What follows belongs to an exercise in optimizing a design on an open flow for small area and a short achievable clock period; a production flow would make more cautious choices. Where RTL was checked, it was by simulation tests only, not by an equivalence proof against the original. No activity file was given, so power comes from the tool's default toggle rates.

try-willow:
==> module bist_rdbit, before the edit <==
module bist_rdbit (
    input logic [63:0] sel,
    input logic [63:0] d,
    input logic byp,
    input logic byp_d,
    output logic q
);
logic [31:0] t1;
logic [7:0] t2;
logic [3:0] t3;
logic b;
for (genvar k = 0; k < 32; k++) begin : g1
    bist_aoi22 A (.a(sel[2*k]), .b(d[2*k]), .c(sel[2*k+1]), .d(d[2*k+1]), .y(t1[k]));
end
for (genvar k = 0; k < 8; k++) begin : g2
    bist_nand4 N (.a(t1[4*k]), .b(t1[4*k+1]), .c(t1[4*k+2]), .d(t1[4*k+3]), .y(t2[k]));
end
bist_and2 B (.a(byp), .b(byp_d), .y(b));
bist_nor2 R0 (.a(t2[0]), .b(t2[1]), .y(t3[0]));
bist_nor2 R1 (.a(t2[2]), .b(t2[3]), .y(t3[1]));
bist_nor2 R2 (.a(t2[4]), .b(t2[5]), .y(t3[2]));
bist_nor3 R3 (.a(t2[6]), .b(t2[7]), .c(b), .y(t3[3]));
bist_nand4 F (.a(t3[0]), .b(t3[1]), .c(t3[2]), .d(t3[3]), .y(q));
endmodule
==> module bist_nor3, before the edit <==
module bist_nor3 (input logic a, b, c, output logic y);
assign y = ~(a | b | c);
endmodule
==> module bist_and2, before the edit <==
module bist_and2 (input logic a, b, output logic y);
assign y = a & b;
endmodule
==> flow/config.mk <==
export PLATFORM = sky130hd
export DESIGN_NAME = BIST
export DESIGN_NICKNAME = BIST
export VERILOG_FILES = /design/flow/design.v
export SDC_FILE = /design/flow/constraint.sdc
export NUM_CORES = 4
export LEC_CHECK = 0
export CAP_MARGIN = 20
export CORE_MARGIN = 2
export CORE_UTILIZATION = 55
export CTS_CLUSTER_DIAMETER = 100
export CTS_CLUSTER_SIZE = 25
export SETUP_SLACK_MARGIN = 2.0
export SLEW_MARGIN = 20
export SYNTH_HIERARCHICAL = 1
==> flow/constraint.sdc <==
create_clock -name core_clock -period 4.2 [get_ports {clk}]
set_input_delay 0.8400 -clock core_clock [delete_from_list [all_inputs] [get_ports {clk}]]
set_output_delay 0.8400 -clock core_clock [all_outputs]
set_load 0.01 [all_outputs]
standard.sh (not shown) runs the stock make flow with config.mk's settings and CLKGATE_MAP_FILE= SYNTH_SCRIPT=/design/flow/synth_recipe.tcl, a recipe that flattens the netlist after the stock synthesis.
==> flow/flow/run.sh <==
#!/bin/bash
# The standard layout, with the port buffers made of plain buffers
# (sky130_fd_sc_hd__buf_4) instead of the resizer's default choice, and
# synthesis mapping for a lighter load (ABC_LOAD_IN_FF 1) so that it picks
# smaller gates; timing repair sizes up the ones that need it.
set -euo pipefail
export BUFFER_PORTS_ARGS="-buffer_cell sky130_fd_sc_hd__buf_4"
bash standard.sh ABC_LOAD_IN_FF=1 finish > standard_finish.log 2>&1
The inputs of try-indigo differ from those of try-willow as listed below.
--- a/flow/design.v
+++ b/flow/design.v
@@ -48,20 +48,21 @@
 logic [31:0] t1;
 logic [7:0] t2;
 logic [3:0] t3;
-logic b;
-for (genvar k = 0; k < 32; k++) begin : g1
+for (genvar k = 0; k < 31; k++) begin : g1
     bist_aoi22 A (.a(sel[2*k]), .b(d[2*k]), .c(sel[2*k+1]), .d(d[2*k+1]), .y(t1[k]));
 end
+bist_aoi222 AB (.a(sel[62]), .b(d[62]), .c(sel[63]), .d(d[63]), .e(byp), .f(byp_d), .y(t1[31]));
 for (genvar k = 0; k < 8; k++) begin : g2
     bist_nand4 N (.a(t1[4*k]), .b(t1[4*k+1]), .c(t1[4*k+2]), .d(t1[4*k+3]), .y(t2[k]));
 end
-bist_and2 B (.a(byp), .b(byp_d), .y(b));
-bist_nor2 R0 (.a(t2[0]), .b(t2[1]), .y(t3[0]));
-bist_nor2 R1 (.a(t2[2]), .b(t2[3]), .y(t3[1]));
-bist_nor2 R2 (.a(t2[4]), .b(t2[5]), .y(t3[2]));
-bist_nor3 R3 (.a(t2[6]), .b(t2[7]), .c(b), .y(t3[3]));
+for (genvar k = 0; k < 4; k++) begin : g3
+    bist_nor2 R (.a(t2[2*k]), .b(t2[2*k+1]), .y(t3[k]));
+end
 bist_nand4 F (.a(t3[0]), .b(t3[1]), .c(t3[2]), .d(t3[3]), .y(q));
 endmodule
+module bist_aoi222 (input logic a, b, c, d, e, f, output logic y);
+assign y = ~((a & b) | (c & d) | (e & f));
+endmodule
 module bist_aoi22 (input logic a, b, c, d, output logic y);
 assign y = ~((a & b) | (c & d));
 endmodule
@@ -71,12 +72,6 @@
 module bist_nor2 (input logic a, b, output logic y);
 assign y = ~(a | b);
 endmodule
-module bist_nor3 (input logic a, b, c, output logic y);
-assign y = ~(a | b | c);
-endmodule
-module bist_and2 (input logic a, b, output logic y);
-assign y = a & b;
-endmodule
 module bist_comparator (
     input logic clk,
     input logic NbarT,
Cmp try-indigo and try-willow / global-route usage / higher: try-willow
try-indigo ended up with a lower count of mapped cells out of synthesis than try-willow did.
Cmp try-indigo and try-willow / number of antenna cells inserted / higher: try-indigo
MEM.ramout[0] as the termination of the worst setup path was reported by try-willow, and MEM.ramout[6] by try-indigo.
[compare] base=try-willow new=try-indigo: minimum period implied by the final worst setup slack fell by 0.047 ns; area share of buffers outside the clock network fell by 0.18 points; die boundary width stayed essentially flat.
The RTL of try-willow was laid out without a check of its function.

Setup of run E:
BIST, a different RTL version from the one above (not shown whole).
For scale: roughly 1,300 cells after synthesis.
==> module bist_multiplexer, before the edit <==
module bist_multiplexer (
    input logic [7:0] normal_data,
    input logic normal_rwbar,
    input logic [3:0] bist_data,
    input logic bist_we,
    input logic NbarT,
    input logic nNbarT,
    output logic we,
    output logic [7:0] mem_data
);
assign we = bist_we | (nNbarT & ~normal_rwbar);
assign mem_data = NbarT ? {4'b0000, bist_data} : normal_data;
endmodule
==> module bist_addrdec, before the edit <==
module bist_addrdec (
    input logic [5:0] normal_addr,
    input logic [7:0] blo,
    input logic [7:0] bhi,
    input logic nNbarT,
    output logic [7:0] lo,
    output logic [7:0] hi
);
always_comb
    for (int i = 0; i < 8; i++) begin
        lo[i] = blo[i] | (nNbarT & (normal_addr[2:0] == i[2:0]));
        hi[i] = bhi[i] | (nNbarT & (normal_addr[5:3] == i[2:0]));
    end
endmodule
==> module bist_controller, before the edit <==
module bist_controller (
  input clk,
  input reset,
  input start,
  output reg [7:0] lo,
  output reg [7:0] hi,
  output reg write_en,
  output [3:0] data_in,
  input [3:0] data_out,
  output reg bist_done,
  output reg bist_result,
  output test_mode,
  output reg nact
);
  localparam BLANKET_0 = 3'b000, BLANKET_1 = 3'b001, CHECKERBOARD = 3'b010,
             CHECKERBOARD_INV = 3'b011, MARCH_C = 3'b100, MARCH_A = 3'b101;
  reg act, rd, direction, d1, d0;
  reg [2:0] pattern;
  reg [7:0] count;
  reg act_n, rd_n, dir_n, d1_n, d0_n, we_n, done_n, res_n;
  reg [2:0] pat_n;
  reg [7:0] count_n;
  reg [5:0] addr_n;
  assign test_mode = act;
  assign data_in = {d1, d0, d1, d0};
  wire last = &count;
  wire [7:0] count_inc = count + 8'd1;
  wire [5:0] addr_step = direction ? count_inc[5:0] : ~count[5:0];
  always_comb begin
    act_n = act;
    rd_n = rd;
    dir_n = direction;
    d1_n = d1;
    d0_n = d0;
    we_n = write_en;
    done_n = bist_done;
    res_n = bist_result;
    pat_n = pattern;
    count_n = count;
    addr_n = 6'd0;
    if (reset) begin
      act_n = 1'b0;
      rd_n = 1'b0;
      pat_n = BLANKET_0;
      count_n = 8'd0;
      we_n = 1'b0;
      d1_n = 1'b0;
      d0_n = 1'b0;
      done_n = 1'b0;
      res_n = 1'b1;
      dir_n = 1'b1;
    end else if (!act) begin
      if (start && !bist_done) begin
        act_n = 1'b1;
        rd_n = 1'b0;
        count_n = 8'd0;
        we_n = 1'b1;
        d1_n = 1'b0;
        d0_n = 1'b0;
      end
    end else if (!rd) begin
      if (last) begin
        rd_n = 1'b1;
        count_n = 8'd0;
        we_n = 1'b0;
      end else begin
        count_n = count_inc;
        addr_n = addr_step;
        if (pattern == CHECKERBOARD) begin
          d1_n = ~count[0];
          d0_n = count[0];
        end else if (pattern == CHECKERBOARD_INV) begin
          d1_n = count[0];
          d0_n = ~count[0];
        end
      end
    end else begin
      if (last) begin
        if (pattern == MARCH_A && !direction) begin
          act_n = 1'b0;
          done_n = 1'b1;
        end else begin
          rd_n = 1'b0;
          count_n = 8'd0;
          we_n = 1'b1;
          addr_n = ((pattern == MARCH_C || pattern == MARCH_A) && direction) ? 6'h3f : 6'd0;
          case (pattern)
            BLANKET_0: pat_n = BLANKET_1;
            BLANKET_1: begin
              pat_n = CHECKERBOARD;
              d1_n = 1'b1;
              d0_n = 1'b1;
            end
            CHECKERBOARD: begin
              pat_n = CHECKERBOARD_INV;
              d1_n = 1'b0;
              d0_n = 1'b1;
            end
            CHECKERBOARD_INV: begin
              pat_n = MARCH_C;
              d1_n = 1'b1;
              d0_n = 1'b0;
            end
            MARCH_C: begin
              if (direction) dir_n = 1'b0;
              else pat_n = MARCH_A;
              d1_n = 1'b0;
              d0_n = 1'b0;
            end
            MARCH_A: begin
              dir_n = 1'b0;
              d1_n = 1'b1;
              d0_n = 1'b1;
            end
            default: ;
          endcase
        end
      end else begin
        if (data_out != data_in) res_n = 1'b0;
        if (pattern == MARCH_C) begin
          if (count == 8'd0) begin
            d1_n = 1'b1;
            d0_n = 1'b1;
            we_n = 1'b1;
          end else if (count == 8'd1) begin
            if (data_out != 4'hF) res_n = 1'b0;
            d1_n = 1'b0;
            d0_n = 1'b0;
            we_n = 1'b1;
          end else if (count == 8'd2) begin
            if (data_out != 4'h0) res_n = 1'b0;
            we_n = 1'b0;
          end
        end else if (pattern == MARCH_A) begin
          if (count == 8'd0) begin
            if (data_out != 4'h0) res_n = 1'b0;
            d1_n = 1'b1;
            d0_n = 1'b1;
            we_n = 1'b1;
          end else if (count == 8'd1) begin
            if (data_out != 4'hF) res_n = 1'b0;
            we_n = 1'b0;
          end
        end
        count_n = count_inc;
        addr_n = addr_step;
      end
    end
  end
  always @(posedge clk) begin
    act <= act_n;
    nact <= ~act_n;
    rd <= rd_n;
    direction <= dir_n;
    d1 <= d1_n;
    d0 <= d0_n;
    write_en <= we_n;
    bist_done <= done_n;
    bist_result <= res_n;
    pattern <= pat_n;
    count <= count_n;
    for (int i = 0; i < 8; i++) begin
      lo[i] <= act_n && (addr_n[2:0] == i[2:0]);
      hi[i] <= act_n && (addr_n[5:3] == i[2:0]);
    end
  end
endmodule
==> module BIST, before the edit <==
module BIST #(
  parameter int size = 6,
  parameter int length = 8
) (
  input logic start, rst, clk, rwbarin,
  input logic [size-1:0] address,
  input logic [length-1:0] datain,
  output logic [length-1:0] dataout,
  output logic fail,
  output logic bist_done,
  output logic bist_result
);
  logic NbarT, nNbarT, write_en, we;
  logic [7:0] blo, bhi, rlo, rhi, wlo, whi;
  logic [3:0] data_t;
  logic [7:0] ramin, rd, ramout, seen;
  bist_multiplexer MUX (
    .normal_data(datain),
    .normal_rwbar(rwbarin),
    .bist_data(data_t),
    .bist_we(write_en),
    .NbarT(NbarT),
    .nNbarT(nNbarT),
    .we(we),
    .mem_data(ramin)
  );
  bist_addrdec WDEC (
    .normal_addr(address),
    .blo(blo),
    .bhi(bhi),
    .nNbarT(nNbarT),
    .lo(wlo),
    .hi(whi)
  );
  bist_addrdec RDEC (
    .normal_addr(address),
    .blo(blo),
    .bhi(bhi),
    .nNbarT(nNbarT),
    .lo(rlo),
    .hi(rhi)
  );
  bist_controller CNTRL (
    .clk(clk),
    .reset(rst),
    .start(start),
    .lo(blo),
    .hi(bhi),
    .write_en(write_en),
    .data_in(data_t),
    .data_out(seen[3:0]),
    .bist_done(bist_done),
    .bist_result(bist_result),
    .test_mode(NbarT),
    .nact(nNbarT)
  );
  bist_sram MEM (
    .rlo(rlo),
    .rhi(rhi),
    .wlo(wlo),
    .whi(whi),
    .ramin(ramin),
    .we(we),
    .clk(clk),
    .rd(rd),
    .ramout(ramout)
  );
  bist_comparator CMP (
    .clk(clk),
    .NbarT(NbarT),
    .write_en(write_en),
    .data_t(data_t),
    .rd(rd),
    .seen(seen),
    .fail(fail)
  );
  assign dataout = ramout;
endmodule
==> flow/config.mk <==
export PLATFORM = sky130hd
export DESIGN_NAME = BIST
export DESIGN_NICKNAME = BIST
export VERILOG_FILES = /design/flow/design.v
export SDC_FILE = /design/flow/constraint.sdc
export NUM_CORES = 4
export LEC_CHECK = 0
export CAP_MARGIN = 20
export CORE_MARGIN = 2
export CORE_UTILIZATION = 40
export CTS_CLUSTER_DIAMETER = 100
export CTS_CLUSTER_SIZE = 25
export SETUP_SLACK_MARGIN = 2.0
export SLEW_MARGIN = 20
export SYNTH_HIERARCHICAL = 1
==> flow/constraint.sdc <==
create_clock -name core_clock -period 4.2 [get_ports {clk}]
set_input_delay 0.8400 -clock core_clock [delete_from_list [all_inputs] [get_ports {clk}]]
set_output_delay 0.8400 -clock core_clock [all_outputs]
set_load 0.01 [all_outputs]
Scripts as last shown in full above: flow/flow/run.sh
Here is what was changed in the inputs of run A compared with run E.
--- a/flow/design.v
+++ b/flow/design.v
@@ -1,31 +1,34 @@
 module bist_multiplexer (
     input logic [7:0] normal_data,
     input logic normal_rwbar,
     input logic [3:0] bist_data,
     input logic bist_we,
     input logic NbarT,
-    input logic nNbarT,
     output logic we,
     output logic [7:0] mem_data
 );
-assign we = bist_we | (nNbarT & ~normal_rwbar);
+assign we = bist_we | (~NbarT & ~normal_rwbar);
 assign mem_data = NbarT ? {4'b0000, bist_data} : normal_data;
 endmodule
 module bist_addrdec (
+    input logic clk,
     input logic [5:0] normal_addr,
     input logic [7:0] blo,
     input logic [7:0] bhi,
-    input logic nNbarT,
+    input logic nact_next,
     output logic [7:0] lo,
     output logic [7:0] hi
 );
+logic nact;
+always_ff @(posedge clk)
+    nact <= nact_next;
 always_comb
     for (int i = 0; i < 8; i++) begin
-        lo[i] = blo[i] | (nNbarT & (normal_addr[2:0] == i[2:0]));
-        hi[i] = bhi[i] | (nNbarT & (normal_addr[5:3] == i[2:0]));
+        lo[i] = blo[i] | (nact & (normal_addr[2:0] == i[2:0]));
+        hi[i] = bhi[i] | (nact & (normal_addr[5:3] == i[2:0]));
     end
 endmodule
 module bist_wordsel (
     input logic [7:0] lo,
     input logic [7:0] hi,
     input logic en,
@@ -127,24 +130,25 @@
   output reg write_en,
   output [3:0] data_in,
   input [3:0] data_out,
   output reg bist_done,
   output reg bist_result,
   output test_mode,
-  output reg nact
+  output nact_next
 );
   localparam BLANKET_0 = 3'b000, BLANKET_1 = 3'b001, CHECKERBOARD = 3'b010,
              CHECKERBOARD_INV = 3'b011, MARCH_C = 3'b100, MARCH_A = 3'b101;
   reg act, rd, direction, d1, d0;
   reg [2:0] pattern;
   reg [7:0] count;
   reg act_n, rd_n, dir_n, d1_n, d0_n, we_n, done_n, res_n;
   reg [2:0] pat_n;
   reg [7:0] count_n;
   reg [5:0] addr_n;
   assign test_mode = act;
+  assign nact_next = ~act_n;
   assign data_in = {d1, d0, d1, d0};
   wire last = &count;
   wire [7:0] count_inc = count + 8'd1;
   wire [5:0] addr_step = direction ? count_inc[5:0] : ~count[5:0];
   always_comb begin
     act_n = act;
@@ -266,13 +270,12 @@
         addr_n = addr_step;
       end
     end
   end
   always @(posedge clk) begin
     act <= act_n;
-    nact <= ~act_n;
     rd <= rd_n;
     direction <= dir_n;
     d1 <= d1_n;
     d0 <= d0_n;
     write_en <= we_n;
     bist_done <= done_n;
@@ -294,39 +297,40 @@
   input logic [length-1:0] datain,
   output logic [length-1:0] dataout,
   output logic fail,
   output logic bist_done,
   output logic bist_result
 );
-  logic NbarT, nNbarT, write_en, we;
+  logic NbarT, nact_next, write_en, we;
   logic [7:0] blo, bhi, rlo, rhi, wlo, whi;
   logic [3:0] data_t;
   logic [7:0] ramin, rd, ramout, seen;
   bist_multiplexer MUX (
     .normal_data(datain),
     .normal_rwbar(rwbarin),
     .bist_data(data_t),
     .bist_we(write_en),
     .NbarT(NbarT),
-    .nNbarT(nNbarT),
     .we(we),
     .mem_data(ramin)
   );
   bist_addrdec WDEC (
+    .clk(clk),
     .normal_addr(address),
     .blo(blo),
     .bhi(bhi),
-    .nNbarT(nNbarT),
+    .nact_next(nact_next),
     .lo(wlo),
     .hi(whi)
   );
   bist_addrdec RDEC (
+    .clk(clk),
     .normal_addr(address),
     .blo(blo),
     .bhi(bhi),
-    .nNbarT(nNbarT),
+    .nact_next(nact_next),
     .lo(rlo),
     .hi(rhi)
   );
   bist_controller CNTRL (
     .clk(clk),
     .reset(rst),
@@ -336,13 +340,13 @@
     .write_en(write_en),
     .data_in(data_t),
     .data_out(seen[3:0]),
     .bist_done(bist_done),
     .bist_result(bist_result),
     .test_mode(NbarT),
-    .nact(nNbarT)
+    .nact_next(nact_next)
   );
   bist_sram MEM (
     .rlo(rlo),
     .rhi(rhi),
     .wlo(wlo),
     .whi(whi),
--- outcome ---
- Global-route usage over all layers was lower in the run labelled run A.
- Die area across run E and run A: no real change.
- Run A against run E: sequential cell count was more or less identical; worst setup slack went down by 0.091 ns; worst-case reg-to-reg path depth went up by 3; core box area was more or less identical.
- On run A: total power is 0.48% lower than what run E gave.
- Run E -> run A: growth of design area from synthesis to finish flat
- Number of clock buffers in the layout ends up lower on run A.
- Run A ended up with address[3] as its startpoint of the worst setup timing path; run E ended up with CNTRL.nact.
- As far as wire length is concerned, run E and run A perform about the same.
- Looking at run E and run A, the synthesized-area fraction occupied by and/or/nand/nor cells is a wash.
- On cell count after synthesis, run E and run A are neck and neck.
- Synthesized-area fraction occupied by ao, oa, aoi and oai cells was lower in run A than in run E.
Function not checked in run E: the RTL went through the layout flow alone.

-- re-timing with driven ports --
How much do the figures lean on ideal ports? The routed layouts below were timed once more, with nothing changed but the port constraints. Step 1 assumes that a clkbuf_16 drives the clock port and a buf_2 every other input. Step 2 moves the port delays by t, midway between the first and last clock arrival at a register: inputs arrive t later, outputs are due t later. That takes back most of the time a late clock gives input paths. Three values: ideal ports, drivers, drivers and shift; two values: the first two.
| run | shift t [ns] | slack for setup (ns) | worst register clock-pin slew, ns | pins driven straight from the clock port |
|---|---|---|---|---|
| try-willow | 0.642 | 1.936 / 1.936 / 1.351 | 0.10 / 0.10 | 1 |
| try-indigo | 0.633 | 1.983 / 1.983 / 1.381 | 0.10 / 0.10 | 1 |
| run E | 0.645 | 1.990 / 1.985 / 1.341 | 0.10 / 0.10 | 1 |
| run A | 0.639 | 1.899 / 1.911 / 1.272 | 0.10 / 0.10 | 1 |
After both steps every run listed still meets setup and hold. The setup slack of run E, which loses most, moves by -0.005 ns with the drivers and by -0.649 ns with both steps.
